This design comes from an exercise in tuning for a short achievable clock period and few clock cycles on the open sky130 flow, not from production work.
At most, simulation tests tie the RTL to the original design; equivalence was not proved.
For run 3, only the layout was checked, not whether the RTL still works.
Power figures rest on the tool's default switching activity, not on a simulated workload.

**design/flow/constraint.sdc**
```tcl
create_clock -name core_clock -period 27.0 [get_ports {clk}]
set_input_delay 5.4000 -clock core_clock [delete_from_list [all_inputs] [get_ports {clk}]]
set_output_delay 5.4000 -clock core_clock [all_outputs]
set_load 0.01 [all_outputs]
```
**design/flow/flow/run.sh**
```bash
#!/bin/bash
# The standard layout (standard.sh: standard synthesis, floorplan, place,
# CTS, route, finish) with two changes to how it is made: the timing repair
# steps are asked to leave extra setup slack so that they keep optimising the
# design's real paths, and the port buffers are a plain buffer cell that the
# repair steps can size. The SDC, clock period and every other setting are
# the standard flow's own. The make output goes to standard_flow.log; each ORFS step logs
# to orfs/logs/.
set -euo pipefail
export SETUP_SLACK_MARGIN=${SETUP_MARGIN_NS:-20.4}
export BUFFER_PORTS_ARGS="-buffer_cell sky130_fd_sc_hd__buf_4"
bash standard.sh > standard_flow.log 2>&1
```
**design/flow/config.mk**
```make
export PLATFORM = sky130hd
export DESIGN_NAME = TopLevelProcessor
export DESIGN_NICKNAME = TopLevelProcessor
export VERILOG_FILES = /design/flow/design.v
export SDC_FILE = /design/flow/constraint.sdc
export NUM_CORES = 4
export LEC_CHECK = 0
export CAP_MARGIN = 20
export CORE_MARGIN = 2
export CORE_UTILIZATION = 40
export CTS_CLUSTER_DIAMETER = 100
export CTS_CLUSTER_SIZE = 20
export PLACE_DENSITY = 0.6
export SLEW_MARGIN = 20
export SYNTH_HIERARCHICAL = 1
export SYNTH_MINIMUM_KEEP_SIZE = 0
```
**design/flow/design.v**
```verilog
`timescale 1ns / 1ps
module FastAdd #(parameter W = 13, parameter L = 4) (
    input  wire [W-1:0] a,
    input  wire [W-1:0] b,
    output wire [W-1:0] s,
    output wire         co
);
    wire [W-1:0] g [0:L];
    wire [W-1:0] p [0:L];
    assign g[0] = a & b;
    assign p[0] = a ^ b;
    genvar i, j;
    generate
        for (i = 0; i < L; i = i + 1) begin : lvl
            for (j = 0; j < W; j = j + 1) begin : bit_
                if (j >= (1 << i)) begin : m
                    assign g[i+1][j] = g[i][j] | (p[i][j] & g[i][j - (1 << i)]);
                    assign p[i+1][j] = p[i][j] & p[i][j - (1 << i)];
                end else begin : c
                    assign g[i+1][j] = g[i][j];
                    assign p[i+1][j] = p[i][j];
                end
            end
        end
    endgenerate
    assign s  = p[0] ^ {g[L][W-2:0], 1'b0};
    assign co = g[L][W-1];
endmodule
module NextPc (
    input  wire        late,
    input  wire [31:0] late_pc,
    input  wire        use_f,
    input  wire [31:0] f_tgt,
    input  wire [31:0] early_pc,
    output wire [31:0] pc_next
);
    wire [31:0] inner = use_f ? f_tgt : early_pc;
    assign pc_next = late ? late_pc : inner;
endmodule
module Hold #(parameter W = 31) (
    input  wire         hold,
    input  wire [W-1:0] q,
    input  wire [W-1:0] d,
    output wire [W-1:0] o
);
    assign o = hold ? q : d;
endmodule
`timescale 1ns / 1ps
module TopLevelProcessor (
    input  wire        clk,
    input  wire        rst,
    output wire [31:0] imem_addr,
    input  wire [31:0] imem_rdata,
    output wire        dmem_we,
    output wire        dmem_re,
    output wire [31:0] dmem_addr,
    output wire [31:0] dmem_wdata,
    input  wire [31:0] dmem_rdata
);
    localparam NB = 4;    
    localparam NW = 2;    
    integer k;
    reg rst_q;
    always @(posedge clk) rst_q <= rst;
    reg  [31:0] pc_f;
    reg  [31:0]   ir;
    reg  [31:0]   pc_x;
    reg           v_x;
    reg           x_op, x_imm, x_ld, x_st, x_br, x_sub, x_wr;
    reg  [31:0]   x_immls;           
    reg  [31:1]   x_s1, x_s2;        
    reg           x_fw1, x_fw2;      
    reg           x_ldh;             
    reg           x_bh;              
    reg  [NW-1:0] x_bi;              
    reg         m_we, m_re, m_wen, m_ld;
    reg  [4:0]  m_rd;
    reg  [31:0] m_addr, m_wdata, m_res;
    reg            bv   [0:NB-1];
    reg  [9:0]     btag [0:NB-1];
    reg  [9:0]     btgt [0:NB-1];
    reg  [NW-1:0]  bptr;
    reg            u_v, u_set;
    reg  [NW-1:0]  u_idx;
    reg  [9:0]     u_tag, u_tgt;
    reg            p_hit;
    reg  [NW-1:0]  p_idx;
    reg  [9:0]     p_low;
    always @(*) begin
        p_hit = 1'b0;
        p_idx = {NW{1'b0}};
        p_low = 10'd0;
        for (k = 0; k < NB; k = k + 1) begin
            if (bv[k] && btag[k] == pc_f[11:2]) begin
                p_hit = 1'b1;
                p_idx = k[NW-1:0];
                p_low = p_low | btgt[k];
            end
        end
    end
    wire [31:0] p_tgt = {pc_f[31:12], p_low, pc_f[1:0]};
    wire [31:0] fi    = imem_rdata;
    wire [6:0]  f_opc = fi[6:0];
    wire [4:0]  f_rs1 = fi[19:15];
    wire [4:0]  f_rs2 = fi[24:20];
    wire f_op  = (f_opc == 7'b0110011);
    wire f_imm = (f_opc == 7'b0010011);
    wire f_ld  = (f_opc == 7'b0000011);
    wire f_st  = (f_opc == 7'b0100011);
    wire f_br  = (f_opc == 7'b1100011);
    wire f_use1 = f_op | f_imm | f_ld | f_st | f_br;
    wire f_use2 = f_op | f_st | f_br;
    wire f_wr  = (f_op | f_imm | f_ld) && (fi[11:7] != 5'd0);
    wire [31:0] f_immls = f_st ? {{20{fi[31]}}, fi[31:25], fi[11:7]}
                               : {{20{fi[31]}}, fi[31:20]};
    wire f_sub = fi[30] && (fi[14:12] == 3'b000);
    reg  [31:1] f_s1, f_s2;
    always @(*) begin
        for (k = 1; k < 32; k = k + 1) begin
            f_s1[k] = (f_rs1 == k);
            f_s2[k] = (f_rs2 == k);
        end
    end
    wire f_jmp = f_br && (f_rs1 == f_rs2);
    wire [31:0] f_immb = {{19{fi[31]}}, fi[31], fi[7], fi[30:25], fi[11:8], 1'b0};
    wire [12:0] f_lo;
    wire        f_co;
    FastAdd #(.W(13), .L(4)) u_flo (.a(pc_f[12:0]), .b(f_immb[12:0]), .s(f_lo), .co(f_co));
    wire [2:0] f3 = ir[14:12];
    wire [4:0] rd = ir[11:7];
    wire [31:0] imm_b = {{19{ir[31]}}, ir[31], ir[7], ir[30:25], ir[11:8], 1'b0};
    wire [31:0] wb_data = m_ld ? dmem_rdata : m_res;
    reg  [31:0] rf [1:31];
    always @(posedge clk) begin
        for (k = 1; k < 32; k = k + 1) begin
            if (rst_q)
                rf[k] <= 32'b0;
            else if (m_wen && m_rd == k)
                rf[k] <= wb_data;
        end
    end
    reg  [31:0] a, b;
    always @(*) begin
        a = {32{x_fw1}} & m_res;
        b = {32{x_fw2}} & m_res;
        for (k = 1; k < 32; k = k + 1) begin
            a = a | ({32{x_s1[k]}} & rf[k]);
            b = b | ({32{x_s2[k]}} & rf[k]);
        end
    end
    wire stall = v_x && x_ldh;
    wire go    = v_x && !x_ldh;
    wire fw1_n = go && x_wr && !x_ld && (rd == f_rs1);
    wire fw2_n = go && x_wr && !x_ld && (rd == f_rs2);
    wire [31:1] s1_n, s2_n;
    Hold #(.W(31)) u_h1 (.hold(stall), .q(x_s1), .d(f_s1 & {31{!fw1_n}}), .o(s1_n));
    Hold #(.W(31)) u_h2 (.hold(stall), .q(x_s2), .d(f_s2 & {31{!fw2_n}}), .o(s2_n));
    wire [31:0] sum_rr = a + (x_sub ? ~b : b) + {31'b0, x_sub};
    wire [31:0] sum_ri = a + x_immls;
    reg  [31:0] op_res;
    always @(*) begin
        case (f3)
            3'b001:  op_res = a << b[4:0];
            3'b100:  op_res = a ^ b;
            3'b101:  op_res = a >> b[4:0];
            3'b110:  op_res = a | b;
            3'b111:  op_res = a & b;
            default: op_res = sum_rr;
        endcase
    end
    wire [31:0] res = x_op ? op_res : sum_ri;
    wire        eq     = (a == b);
    wire        taken  = x_br && eq;
    wire [31:0] target = pc_x + imm_b;
    wire [31:0] pc_x4  = pc_x + 32'd4;
    wire        bad_t  = go && (pc_f != target);    
    wire        bad_n  = go && (pc_f != pc_x4);     
    wire        redir  = taken ? bad_t : bad_n;
    wire [31:0] base   = p_hit ? p_tgt : pc_f + 32'd4;
    wire        late   = rst || redir;
    wire [31:0] late_pc = rst ? 32'b0 : (taken ? target : pc_x4);
    wire        use_f  = f_jmp && !stall;
    wire [31:0] early_pc = stall ? pc_f : base;
    wire [31:0] pc_next;
    NextPc u_npc (
        .late (late), .late_pc (late_pc),
        .use_f (use_f), .f_tgt ({pc_f[31:13], f_lo}),
        .early_pc (early_pc),
        .pc_next (pc_next)
    );
    always @(posedge clk) pc_f <= pc_next;
    always @(posedge clk) begin
        if (rst) begin
            v_x  <= 1'b0;
            m_we <= 1'b0;
            m_re <= 1'b0;
            u_v  <= 1'b0;
            bptr <= {NW{1'b0}};
            for (k = 0; k < NB; k = k + 1) bv[k] <= 1'b0;
        end else begin
            if (!stall)
                v_x  <= !redir;
            m_we <= go && x_st;
            m_re <= go && x_ld;
            u_v  <= redir && (taken || x_bh);
            if (redir && taken && !x_bh)
                bptr <= bptr + 1'b1;
            if (u_v)
                bv[u_idx] <= u_set;
        end
    end
    always @(posedge clk) begin
        u_set <= taken;
        u_idx <= x_bh ? x_bi : bptr;
        u_tag <= pc_x[11:2];
        u_tgt <= target[11:2];
        if (u_v && u_set) begin
            btag[u_idx] <= u_tag;
            btgt[u_idx] <= u_tgt;
        end
        if (!stall) begin
            ir      <= fi;
            pc_x    <= pc_f;
            x_op    <= f_op;
            x_imm   <= f_imm;
            x_ld    <= f_ld;
            x_st    <= f_st;
            x_br    <= f_br;
            x_sub   <= f_sub;
            x_wr    <= f_wr;
            x_immls <= f_immls;
            x_bh    <= p_hit;
            x_bi    <= p_idx;
        end
        x_s1 <= s1_n;
        x_s2 <= s2_n;
        x_fw1 <= fw1_n;
        x_fw2 <= fw2_n;
        x_ldh <= go && x_wr &&  x_ld && ((rd == f_rs1 && f_use1) || (rd == f_rs2 && f_use2));
        m_wen   <= go && x_wr;
        m_ld    <= go && x_ld;
        m_rd    <= rd;
        m_addr  <= sum_ri;
        m_wdata <= b;
        m_res   <= res;
    end
    assign imem_addr  = pc_f;
    assign dmem_we    = m_we;
    assign dmem_re    = m_re;
    assign dmem_addr  = m_addr;
    assign dmem_wdata = m_wdata;
endmodule
```
**design/flow/standard.sh**
```bash
#!/bin/bash
# synth_recipe.tcl (not shown) runs the flow's synth.tcl, then flattens the netlist and writes it again
# the make line also repeats each setting of config.mk as NAME=value (left out here)
make -C /OpenROAD-flow-scripts/flow DESIGN_CONFIG=/design/flow/config.mk WORK_HOME=/design/flow/orfs CLKGATE_MAP_FILE= SYNTH_SCRIPT=/design/flow/synth_recipe.tcl "${@:-finish}"
```
==> impl_metrics.ini, run 1 <==
[synthesis]
synth.net_count = 8166
yosysWarnings = 9
syn_area_per_cell_um2 = 8.80
netlist_area_um2 = 69700
syn_inst = 7925

[final_layout]
final_nets = 7994
instances_no_fill = 10100
utilization_pct = 45.2
area_delta_synth_final_pct = 12.5
drive_gt1_share_pct = 13.4

[timing]
max_freq_mhz = 148
hold_viol_final = 0
skew_ns = 0.0876
finalCriticalPeriod_ns = 6.74
final.setup.tns_ns = 0
slew_headroom_pct = 19.6
period_share_pct = 25.0
finalSetupViolCount = 0
rsz0062_at_grt = yes
tightest_slew_ns = 1.21
drv_slew = 0

[worst_hold_path]
holdCritPathClass = flip-flop to flip-flop
min_to = m_we
min_path_cells = 1
hp-start = x_st

[clocking]
numClockSinks = 1367
cts_tree = yes
cts_max_level = 3
cts_buffers = 81
clk_latency_ns = 0.79
clk_pin_slew_worst_paths_ns = 0.09
clockBufferDepth = 3
cts-root-buf = clkbuf_16

[worst_setup_path]
reg2reg_slack_ns = 20.49
crit_chain = buf_12 -> buf_6
arrival_ns = 1.34
reg2reg_from = x_s2[28]
setup.worst_path.start = pc_f[4]
reg2reg_to = pc_f[30]
cp_num_buf_inv = 2
cp_slowest_cell = dfxtp_2
slowest_delay_ns = 0.34
crit_type = flip-flop to primary output
crit_path_end_kind = primary output
cp-start-kind = flip-flop
crit_family = flip-flops
cp.required_ns = 21.60
cp_max_fo = 2
ff2ff_path_depth = 22

[routing]
vias_per_cell = 7.03
drc = 0
drt_iter0_drc = 13100
routedWlPerCell_um = 36.1
dr.pass1.iters = 13
antenna_left = 0
wirelength_um = 365000
num_vias = 71100

[flow_run]
drv_cap = 0

[grt]
grt_use_total_pct = 39.1
antenna_found_initial = 12
grt_max_degree = 103
grt_pass1_vias = 64800
grt_overflow = 0
grt_first_pass_wirelength_um = 505000

[die]
fp-row-count = 153
initial_utilization_pct = 40.2
die_w_um = 422
io_pins = 164
fp.dieH_um = 422
design.die.area_um2 = 178000
core_area_um2 = 173000

[placed_design]
io_buffers = 163
numPlacedInstances = 9886
gp_congestion = 1.02
hpwlAfterDp_um = 225000

[status]
status = finished clean

[power_and_ir_drop]
power.density_nw_per_um2 = 49.2
leakage_nw = 26.4
peakVddDrop_uv = 60.4
power_mw = 3.86
==> power breakdown <==
group | internal, mW | switching [mW] | leakage [nW]
clock | 0.592 | 0.757 | 1.15
sequential | 2.07 | 0.0497 | 11.4
combinational | 0.126 | 0.262 | 13.8
total | 2.79 | 1.07 | 26.4
==> routing by layer <==
| metal | vias up | GRT usage, % | share of wire, % |
|---|---|---|---|
| li1 | 29600 | - | - |
| met1 | 34000 | 51.3 | 39 |
| met2 | 5799 | 55.2 | 40 |
| met3 | 1692 | 12.4 | 13 |
| met4 | 14 | 24.5 | 8.6 |
| met5 | - | 0.591 | 0.041 |
==> through the flow <==
stage                     hold WS [ns]  setup slack (ns)  cell area, um2
after global routing             0.497             20.24           78400
after CTS                        0.484             20.24           76900
after detailed placement         0.462             19.00           73200
after global placement           0.457             19.18           73200
final                            0.487             20.26           78400
after floorplan                  0.371             20.08           69800
==> registers in the layout, summed over array words and instances (netlist names), 32 cells and up <==
signal,cells
pc_x,32
btag,40
m_addr,32
btgt,40
m_wdata,32
rf,992
pc_f,32
m_res,32
==> worst max path at each step <==
stage,endpoint,slack (ns),depth (start not counted)
floorplan,pc_f[12],20.08,9
global placement,pc_f[29],19.18,22
detailed placement,pc_f[12],19.00,23
CTS,imem_addr[4],20.24,2
global route,imem_addr[4],20.24,2
finish,imem_addr[4],20.26,2
==> cell usage in the layout, fill, tap and decap left out, drive strengths merged, types with 16 or more instances in the layout <==
cell,n
nor2,1229
dfxtp,1222
a211oi,1024
a22oi,941
buf,489
nand2,269
nand4,238
mux2i,225
a21oi,189
ha,171
o21ai,171
xnor2,169
edfxtp,145
nand3,144
inv,126
clkbuf,100
mux2,78
nor3,70
a22o,67
a221oi,65
nor4,60
xor2,51
nand2b,46
and2,42
a21o,41
and3,37
or4,34
a31oi,26
or3,26
nor2b,25
o21a,24
o221ai,24
o211ai,18
diode,16
==> timing repair <==
action,in CTS,in global routing
pin swaps,5,20
setup buffers,35,67
resized for setup,325,218
cloned,0,6
setup endpoints to repair,135,157
hold buffers,0,0
==> final cells by class <==
class / count / area, um2
diodes: 16 / 40.0
repair inverters: 2 / 17.5
clock inverters: 14 / 211
clock buffers: 95 / 2150
flip-flops and latches: 1367 / 29200
repair buffers: 494 / 4870
inverters: 121 / 497
multi-input cells: 5686 / 38500
fillers: 16700 / 95000
well taps: 2325 / 2910
Testbench counts, summed over its fixed seeds: cycles 14,746.
==> run 2: changes to the inputs <==
--- a/design/flow/design.v
+++ b/design/flow/design.v
@@ -68,5 +68,5 @@
     reg           v_x;
     reg           x_op, x_imm, x_ld, x_st, x_br, x_sub, x_wr;
-    reg  [31:0]   x_immls;           
+    reg  [10:0]   x_immls;           
     reg  [31:1]   x_s1, x_s2;        
     reg           x_fw1, x_fw2;      
@@ -112,6 +112,5 @@
     wire f_use2 = f_op | f_st | f_br;
     wire f_wr  = (f_op | f_imm | f_ld) && (fi[11:7] != 5'd0);
-    wire [31:0] f_immls = f_st ? {{20{fi[31]}}, fi[31:25], fi[11:7]}
-                               : {{20{fi[31]}}, fi[31:20]};
+    wire [10:0] f_immls = f_st ? {fi[30:25], fi[11:7]} : fi[30:20];
     wire f_sub = fi[30] && (fi[14:12] == 3'b000);
     reg  [31:1] f_s1, f_s2;
@@ -153,9 +152,15 @@
     wire fw1_n = go && x_wr && !x_ld && (rd == f_rs1);
     wire fw2_n = go && x_wr && !x_ld && (rd == f_rs2);
+    localparam XW = 32 + 32 + 7 + 11 + 1 + NW;
+    wire [XW-1:0] xn;
+    Hold #(.W(XW)) u_hx (.hold(stall),
+        .q({ir, pc_x, x_op, x_imm, x_ld, x_st, x_br, x_sub, x_wr, x_immls, x_bh, x_bi}),
+        .d({fi, pc_f, f_op, f_imm, f_ld, f_st, f_br, f_sub, f_wr, f_immls, p_hit, p_idx}),
+        .o(xn));
     wire [31:1] s1_n, s2_n;
     Hold #(.W(31)) u_h1 (.hold(stall), .q(x_s1), .d(f_s1 & {31{!fw1_n}}), .o(s1_n));
     Hold #(.W(31)) u_h2 (.hold(stall), .q(x_s2), .d(f_s2 & {31{!fw2_n}}), .o(s2_n));
     wire [31:0] sum_rr = a + (x_sub ? ~b : b) + {31'b0, x_sub};
-    wire [31:0] sum_ri = a + x_immls;
+    wire [31:0] sum_ri = a + {{21{ir[31]}}, x_immls};
     reg  [31:0] op_res;
     always @(*) begin
@@ -219,18 +224,5 @@
             btgt[u_idx] <= u_tgt;
         end
-        if (!stall) begin
-            ir      <= fi;
-            pc_x    <= pc_f;
-            x_op    <= f_op;
-            x_imm   <= f_imm;
-            x_ld    <= f_ld;
-            x_st    <= f_st;
-            x_br    <= f_br;
-            x_sub   <= f_sub;
-            x_wr    <= f_wr;
-            x_immls <= f_immls;
-            x_bh    <= p_hit;
-            x_bi    <= p_idx;
-        end
+        {ir, pc_x, x_op, x_imm, x_ld, x_st, x_br, x_sub, x_wr, x_immls, x_bh, x_bi} <= xn;
         x_s1 <= s1_n;
         x_s2 <= s2_n;
--- a/design/flow/config.mk
+++ b/design/flow/config.mk
@@ -8,8 +8,8 @@
 export CAP_MARGIN = 20
 export CORE_MARGIN = 2
-export CORE_UTILIZATION = 40
+export CORE_UTILIZATION = 25
 export CTS_CLUSTER_DIAMETER = 100
 export CTS_CLUSTER_SIZE = 20
-export PLACE_DENSITY = 0.6
+export PLACE_DENSITY = 0.45
 export SLEW_MARGIN = 20
 export SYNTH_HIERARCHICAL = 1
==> impl_metrics.ini, run 2 <==
[status]
status = finished clean

[clocking]
numClockSinks = 1373
cts_tree = yes
clk_pin_slew_worst_paths_ns = 0.09
cts-root-buf = clkbuf_16
hold_buffers = 0
cts_buffers = 92
clockBufferDepth = 3
cts_max_level = 3
clk_latency_ns = 0.82

[timing]
rsz0062_at_grt = yes
max_freq_mhz = 149
tightest_slew_ns = 1.33
drv_slew = 0
hold_viol_final = 0
finalCriticalPeriod_ns = 6.73
final.setup.tns_ns = 0
slew_headroom_pct = 10.7
finalSetupViolCount = 0
period_share_pct = 24.9
skew_ns = 0.0876

[final_layout]
fillers = 29200
final_nets = 8154
largestRegisters = rf (992), btag (40), btgt (40)
area_delta_synth_final_pct = 18.0
mostFrequentLayoutCells = nor2_1 (1199), dfxtp_1 (1123), a211oi_1 (1015)
largest_register_ffs = 992
multiInputGateArea_um2 = 39400
regArea_um2 = 28700
fin_area_um2 = 82200
final_common_cell = nor2_1
top_register = rf
drive_gt1_share_pct = 15.9

[grt]
grt_use_total_pct = 28.5
busiest_layer = met2
grt_max_degree = 210
grt_use_met2_pct = 40.4
grt_pass1_vias = 65600
gr-usage-met1_pct = 38.2
antenna_found_initial = 23
grt_first_pass_wirelength_um = 571000
grtUsageMet3_pct = 8.68
grt_overflow = 0

[routing]
vias_per_cell = 6.16
drt_iter0_drc = 12200
drc = 0
dr.pass1.iters = 11
antenna_left = 0
wirelength_um = 428000
routedWlPerCell_um = 36.6
num_vias = 72000

[placed_design]
gp_congestion = 1.02
place_area_um2 = 75600
io_buffers = 163
hpwlAfterDp_um = 280000

[die]
fp-row-count = 193
fp.dieH_um = 532
io_pins = 164
core_area_um2 = 277000
die_w_um = 532
design.die.area_um2 = 283000
initial_utilization_pct = 25.2

[power_and_ir_drop]
clock_power_share_pct = 37.7
peakVddDrop_uv = 50.8
intPower_mw = 2.90
power.switching_mw = 1.17
leakage_nw = 27.6
power_frac_comb_pct = 10.0
sequentialPowerShare_pct = 52.3
swShare_pct = 28.7
power.density_nw_per_um2 = 49.4

[worst_setup_path]
cp.required_ns = 21.60
cp_slowest_cell = dfxtp_4
crit_type = flip-flop to primary output
cp_max_fo = 2
arrival_ns = 1.33
cp_num_buf_inv = 1
crit_path_end_kind = primary output
crit_family = flip-flops
cp-start-kind = flip-flop
reg2reg_slack_ns = 20.30
crit_chain = buf_6
slowest_delay_ns = 0.41

[worst_hold_path]
holdCritPathClass = flip-flop to flip-flop

[synthesis]
yosysWarnings = 9
syn_inst = 7959
netlist_area_um2 = 69700
syn_area_per_cell_um2 = 8.75
synth.net_count = 8200

[flow_run]
drv_cap = 0
run 2: routing by layer:
metal  part of all wire (%)  vias to the layer above
li1                       -                    30000
met1                     41                    35200
met2                     40                     5442
met3                     12                     1422
met4                    7.3                       16
met5                  0.035                        -
run 2: path summary, 6_finish.rpt:
path | startpoint | endpoint | cells after the start
setup / recovery | pc_f[1] | imem_addr[1] | 1
hold / removal | pc_x[8] | u_tag[6] | 0
setup reg to reg | x_s1[28] | pc_f[23] | 23
hold reg to reg | pc_x[8] | u_tag[6] | 0
run 2: power by group through the flow:
| stage | registers [mW] | clock network (mW) | logic, mW |
|---|---|---|---|
| floorplan | 2.15 | 0 | 0.222 |
| global placement | 2.17 | 0 | 0.368 |
| detailed placement | 2.17 | 0 | 0.369 |
| CTS | 2.13 | 1.56 | 0.382 |
| global route | 2.13 | 1.63 | 0.425 |
| finish | 2.13 | 1.53 | 0.408 |
run 2: final cells by class:
type | instances | share of cell area [%]
repair buffers | 607 | 7.48
clock buffers | 109 | 2.98
well taps | 3705 | 5.64
diodes | 12 | 0.0365
inverters | 119 | 0.563
multi-input cells | 5720 | 47.9
flip-flops and latches | 1373 | 34.9
clock inverters | 36 | 0.580
run 2: through the flow:
stage | cells | hold slack [ns] | worst slack (ns) | power [mW] | util (%)
final | 11700 | 0.458 | 20.27 | 4.07 | 29.7
after floorplan | 7959 | 0.380 | 20.08 | 2.37 | -
after global routing | 11700 | 0.460 | 20.22 | 4.18 | 29.7
after detailed placement | 11400 | 0.436 | 18.25 | 2.54 | 27.3
after global placement | 11400 | 0.437 | 18.27 | 2.54 | 27.3
after CTS | 11600 | 0.458 | 20.21 | 4.07 | 29.0
run 2: repair_timing:
item,in CTS,in global routing
endpoints found under the hold margin,0,0
resized for setup,432,183
setup endpoints to repair,165,157
gates cloned,3,7
pin swaps,19,39
buffers inserted,54,89
Testbench counts of run 2, summed over its fixed seeds: cycles 14,746.
==> run 3: changes to the inputs <==
==> design/flow/design.v (replaced) <==
`timescale 1ns / 1ps
module RegisterFile (
    input  wire        clk,
    input  wire        rst,
    input  wire        we,
    input  wire [4:0]  wa,
    input  wire [31:0] wd,
    input  wire [4:0]  ra1,
    input  wire [4:0]  ra2,
    output wire [31:0] rd1,
    output wire [31:0] rd2
);
    wire [31:0] q [0:31];
    assign q[0] = 32'b0;
    genvar i;
    generate
        for (i = 1; i < 32; i = i + 1) begin : g_reg
            reg [31:0] r;
            always @(posedge clk or posedge rst) begin
                if (rst)
                    r <= 32'b0;
                else if (we && wa == i)
                    r <= wd;
            end
            assign q[i] = r;
        end
    endgenerate
    assign rd1 = q[ra1];
    assign rd2 = q[ra2];
endmodule
`timescale 1ns / 1ps
module TopLevelProcessor (
    input  wire        clk,
    input  wire        rst,
    output wire [31:0] imem_addr,
    input  wire [31:0] imem_rdata,
    output wire        dmem_we,
    output wire        dmem_re,
    output wire [31:0] dmem_addr,
    output wire [31:0] dmem_wdata,
    input  wire [31:0] dmem_rdata
);
    reg  [31:0] pc_f;
    reg  [31:0] ir;
    reg  [31:0] pc_x;
    reg         v_x;
    reg         m_we, m_re, m_wen, m_ld;
    reg  [4:0]  m_rd;
    reg  [31:0] m_addr, m_wdata, m_res;
    wire [6:0] opcode = ir[6:0];
    wire [2:0] f3     = ir[14:12];
    wire [4:0] rs1    = ir[19:15];
    wire [4:0] rs2    = ir[24:20];
    wire [4:0] rd     = ir[11:7];
    wire is_op  = (opcode == 7'b0110011);
    wire is_imm = (opcode == 7'b0010011);
    wire is_ld  = (opcode == 7'b0000011);
    wire is_st  = (opcode == 7'b0100011);
    wire is_br  = (opcode == 7'b1100011);
    wire [31:0] imm_i = {{20{ir[31]}}, ir[31:20]};
    wire [31:0] imm_s = {{20{ir[31]}}, ir[31:25], ir[11:7]};
    wire [31:0] imm_b = {{19{ir[31]}}, ir[31], ir[7], ir[30:25], ir[11:8], 1'b0};
    wire use1 = is_op | is_imm | is_ld | is_st | is_br;
    wire use2 = is_op | is_st | is_br;
    wire [31:0] wb_data = m_ld ? dmem_rdata : m_res;
    wire [31:0] rf1, rf2;
    RegisterFile u_rf (
        .clk (clk), .rst (rst),
        .we  (m_wen), .wa (m_rd), .wd (wb_data),
        .ra1 (rs1), .ra2 (rs2),
        .rd1 (rf1), .rd2 (rf2)
    );
    wire hit1 = m_wen && (m_rd == rs1);
    wire hit2 = m_wen && (m_rd == rs2);
    wire stall = v_x && m_ld && ((hit1 && use1) || (hit2 && use2));
    wire [31:0] a = (hit1 && !m_ld) ? m_res : rf1;
    wire [31:0] b = (hit2 && !m_ld) ? m_res : rf2;
    wire        sub     = ir[30] && (f3 == 3'b000);
    wire [31:0] sum_rr  = a + (sub ? ~b : b) + {31'b0, sub};
    wire [31:0] sum_ri  = a + (is_st ? imm_s : imm_i);
    reg  [31:0] op_res;
    always @(*) begin
        case (f3)
            3'b001:  op_res = a << b[4:0];
            3'b100:  op_res = a ^ b;
            3'b101:  op_res = a >> b[4:0];
            3'b110:  op_res = a | b;
            3'b111:  op_res = a & b;
            default: op_res = sum_rr;
        endcase
    end
    wire [31:0] res = is_op ? op_res : sum_ri;
    wire go    = v_x && !stall;
    wire taken = go && is_br && (a == b);
    wire [31:0] target = pc_x + imm_b;
    always @(posedge clk or posedge rst) begin
        if (rst) begin
            pc_f  <= 32'b0;
            v_x   <= 1'b0;
            m_we  <= 1'b0;
            m_re  <= 1'b0;
            m_wen <= 1'b0;
            m_ld  <= 1'b0;
        end else begin
            if (taken)
                pc_f <= target;
            else if (!stall)
                pc_f <= pc_f + 32'd4;
            if (taken)
                v_x <= 1'b0;
            else if (!stall)
                v_x <= 1'b1;
            m_we  <= go && is_st;
            m_re  <= go && is_ld;
            m_wen <= go && (is_op || is_imm || is_ld) && (rd != 5'd0);
            m_ld  <= go && is_ld;
        end
    end
    always @(posedge clk) begin
        if (!stall) begin
            ir   <= imem_rdata;
            pc_x <= pc_f;
        end
        m_rd    <= rd;
        m_addr  <= sum_ri;
        m_wdata <= b;
        m_res   <= res;
    end
    assign imem_addr  = pc_f;
    assign dmem_we    = m_we;
    assign dmem_re    = m_re;
    assign dmem_addr  = m_addr;
    assign dmem_wdata = m_wdata;
endmodule
==> design/flow/run.sh (new file) <==
#!/bin/bash
# synth_recipe.tcl (not shown) runs the flow's synth.tcl, then flattens the netlist and writes it again
# the make line also repeats each setting of config.mk as NAME=value (left out here)
make -C /OpenROAD-flow-scripts/flow DESIGN_CONFIG=/design/flow/config.mk WORK_HOME=/design/flow/orfs CLKGATE_MAP_FILE= SYNTH_SCRIPT=/design/flow/synth_recipe.tcl finish
==> design/flow/config.mk (replaced) <==
export PLATFORM = sky130hd
export DESIGN_NAME = TopLevelProcessor
export DESIGN_NICKNAME = TopLevelProcessor
export VERILOG_FILES = /design/flow/design.v
export SDC_FILE = /design/flow/constraint.sdc
export NUM_CORES = 4
export LEC_CHECK = 0
export CAP_MARGIN = 20
export CORE_MARGIN = 2
export CORE_UTILIZATION = 20
export PLACE_DENSITY = 0.35
export SLEW_MARGIN = 20
removed: design/flow/flow/run.sh
removed: design/flow/standard.sh
==> impl_metrics.ini, run 3 <==
[final_layout]
area_delta_synth_final_pct = 20.2
largest_register_ffs = 992
final_common_cell = dfrtp_1
fillers = 35200
final_nets = 7631
drive_gt1_share_pct = 10.2
mostFrequentLayoutCells = dfrtp_1 (1027), a21oi_1 (812), nor2_1 (781)
top_register = u_rf.g.r
instances_no_fill = 11900
utilization_pct = 24.1

[power_and_ir_drop]
peakVddDrop_uv = 50.1
leakage_nw = 30.2
power.density_nw_per_um2 = 74.5

[grt]
grt_first_pass_wirelength_um = 559000
grt_use_total_pct = 24.3
grt_max_degree = 143
grt_overflow = 0
grt_pass1_vias = 61900
antenna_found_initial = 40

[clocking]
hold_buffers = 0
clk_pin_slew_worst_paths_ns = 0.07
cts_max_level = 4
cts_resized = 0
clk_latency_ns = 0.86
cts_setup_buffers = 0
numClockSinks = 1193
cts_buffers = 154
clockBufferDepth = 3
cts_tree = yes
cts-root-buf = clkbuf_16

[synthesis]
syn_inst = 7473
yosysUniqueCellTypes = 104
seq_area_frac_synth_pct = 45.3
synthArstFlopShare_pct = 86.2
synth_top_area_cell = dfrtp_1
yosysWarnings = 2
synth.net_count = 7699
ys.flop_type = dfrtp_1
netlist_area_um2 = 65500
synth.area.top_cells = dfrtp_1 (39%), a21oi_1 (6.2%), a22oi_1 (5.8%)
synth-seq-cells = 1193
synth_commonest_cells = dfrtp_1 (1028), nor2_1 (825), a21oi_1 (815)
synth-edff-count = 64
yosysMostFrequentCell = dfrtp_1
yosysTopAreaCellShare_pct = 39.3
syn_area_per_cell_um2 = 8.76

[placed_design]
hpwlAfterDp_um = 268000
io_buffers = 163
numPlacedInstances = 11600
pre_cts_slack_ns = 17.36
gp_congestion = 0.917

[timing]
tightest_slew_ns = 1.27
finalCriticalPeriod_ns = 8.90
final.setup.tns_ns = 0
whs_ns = 0.446
layout_setup_ws_ns = 18.10
finalSetupViolCount = 0
slew_headroom_pct = 14.5
drv_slew = 0
hold_viol_final = 0
period_share_pct = 33.0
max_freq_mhz = 112
rsz0062_at_grt = no
skew_ns = 0.0598

[die]
die_w_um = 576
fp-row-count = 210
design.die.area_um2 = 332000
io_pins = 164
initial_utilization_pct = 20.1
core_area_um2 = 327000
fp.dieH_um = 576

[routing]
dr.pass1.iters = 9
antenna_left = 0
routedWlPerCell_um = 35.1
wirelength_um = 418000
num_vias = 65700
vias_per_cell = 5.52
drc = 0
drt_iter0_drc = 9917

[status]
status = finished clean

[worst_setup_path]
crit_family = compound AO/OA/AOI/OAI gates
cp_num_buf_inv = 4
crit_path_end_kind = flip-flop
arrival_ns = 9.66
cp-start-kind = flip-flop
cp.required_ns = 27.76
cp_max_fo = 27
cp_slowest_cell = a31oi_1
slowest_delay_ns = 0.71
crit_chain = buf_4 -> nor3b_2 -> buf_4 -> and2_2 -> buf_4 -> a22oi_1 -> and4_1 -> a31oi_1 -> a21oi_1 -> inv_1 -> ha_1 -> o21ai_0 -> a2111oi_0 -> o21ai_0 -> a21boi_0 -> o211ai_1 -> o211ai_1 -> nand3_1 -> nand3b_1 -> xor2_1 -> nor2_1 -> or4_1 -> o211ai_1
crit_type = flip-flop to flip-flop

[flow_run]
drv_cap = 0

[worst_hold_path]
holdCritPathClass = flip-flop to flip-flop
run 3: final timing paths:
path                       startpoint             endpoint  slack, ns  cells past startpoint
max in group asynchronous         rst   u_rf.g_reg[3].r[0]      18.21                      6
setup reg to reg               ir[19]            m_res[29]      18.10                     23
setup / recovery               ir[19]            m_res[29]      18.10                     23
hold reg to reg               pc_x[0]              pc_f[0]       0.45                      2
min in group asynchronous         rst  u_rf.g_reg[7].r[28]       4.93                      2
hold / removal                pc_x[0]              pc_f[0]       0.45                      2
run 3: final cells by class:
cell class | count | area [um2] | area share (%)
multi-input combinational | 5496 | 33700 | 42.9
clock inverter | 65 | 942 | 1.20
sequential | 1193 | 29700 | 37.7
tap | 4346 | 5440 | 6.91
clock buffer | 223 | 4510 | 5.73
inverter | 114 | 437 | 0.555
timing repair buffer | 446 | 3910 | 4.97
antenna | 16 | 40.0 | 0.0509
run 3: report_power, final:
group	leakage (nW)	total (mW)	switching, mW	internal, mW
combinational	16.7	1.60	1.10	0.495
clock	2.65	2.23	0.933	1.29
sequential	10.9	2.04	0.124	1.91
total	30.2	5.86	2.16	3.70
run 3: metrics by stage:
stage          area [um2]  total power [mW]
3_3_place_gp        73000              3.61
4_1_cts             78500              5.86
2_1_floorplan       65500              2.88
3_5_place_dp        73100              3.61
6_report            78700              5.86
5_1_grt             78700              6.06
run 3: cell families (layout without fill, tap and decap cells):
group                      count (synthesis)  in the layout  share of synthesized area (%)
xor gates and xnor gates                 112            112                           1.50
muxes                                    219            219                           3.54
buffers and inverters                    784            848                           4.74
and+or+nand+nor                         2597           2597                           18.6
adders and majority gates                160            160                           3.09
other                                      0             16                              0
AOI/OAI and AO/OA                       2408           2408                           23.3
DFF                                     1193           1193                           45.3
run 3: worst reg2reg max path, cell delays in order, from the launching register on:
cell,delay [ns]
edfxtp_1,0.33
buf_4,0.49
nor3b_2,0.34
buf_4,0.51
and2_2,0.72
buf_4,0.56
a22oi_1,0.19
and4_1,0.23
a31oi_1,0.71
a21oi_1,0.33
inv_1,0.24
ha_1,0.22
o21ai_0,0.15
a2111oi_0,0.49
o21ai_0,0.22
a21boi_0,0.68
o211ai_1,0.42
o211ai_1,0.55
nand3_1,0.27
nand3b_1,0.18
xor2_1,0.25
nor2_1,0.09
or4_1,0.55
o211ai_1,0.11
run 3: layer usage:
metal	vias to the layer above	GRT usage (%)	share of wire (%)
met5	-	0.387	0.064
met4	18	11.4	5.3
met3	856	5.72	9.1
met2	3995	35.4	42
met1	33500	33.7	44
li1	27300	-	-

[port drivers added, routing unchanged]
How much do the figures lean on ideal ports? The routed layouts below were timed once more, with nothing changed but the port constraints. Step 1: set_driving_cell puts a clkbuf_16 on clk and a buf_2 on each other input, an assumption about the parent block. Step 2 adds t to the input delays and takes it off the output delays; t is the mean of the earliest and latest rising clock arrival at the registers after step 1. Input paths then give back, and output paths get back, about the clock's delay inside the block. Three values: ideal, step 1, step 2; two values: the first two.
run	t (ns)	setup WS [ns]	clock arrival spread, ns	worst register clock-pin slew, ns	worst data-port slew with drivers (ns)
run 1	0.841	20.262 / 20.167 / 19.653	0.089 / 0.089	0.10 / 0.10	0.11
run 2	0.891	20.268 / 20.154 / 19.546	0.093 / 0.094	0.09 / 0.09	0.14
run 3	0.929	18.103 / 18.103 / 17.351	0.063 / 0.063	0.07 / 0.07	0.21
After both steps setup and hold are still met in every run listed. For run 3, which loses most, drivers alone change the setup slack by 0.000 ns; drivers and shift together by -0.752 ns. The worst setup slack also covers recovery checks on asynchronous resets.
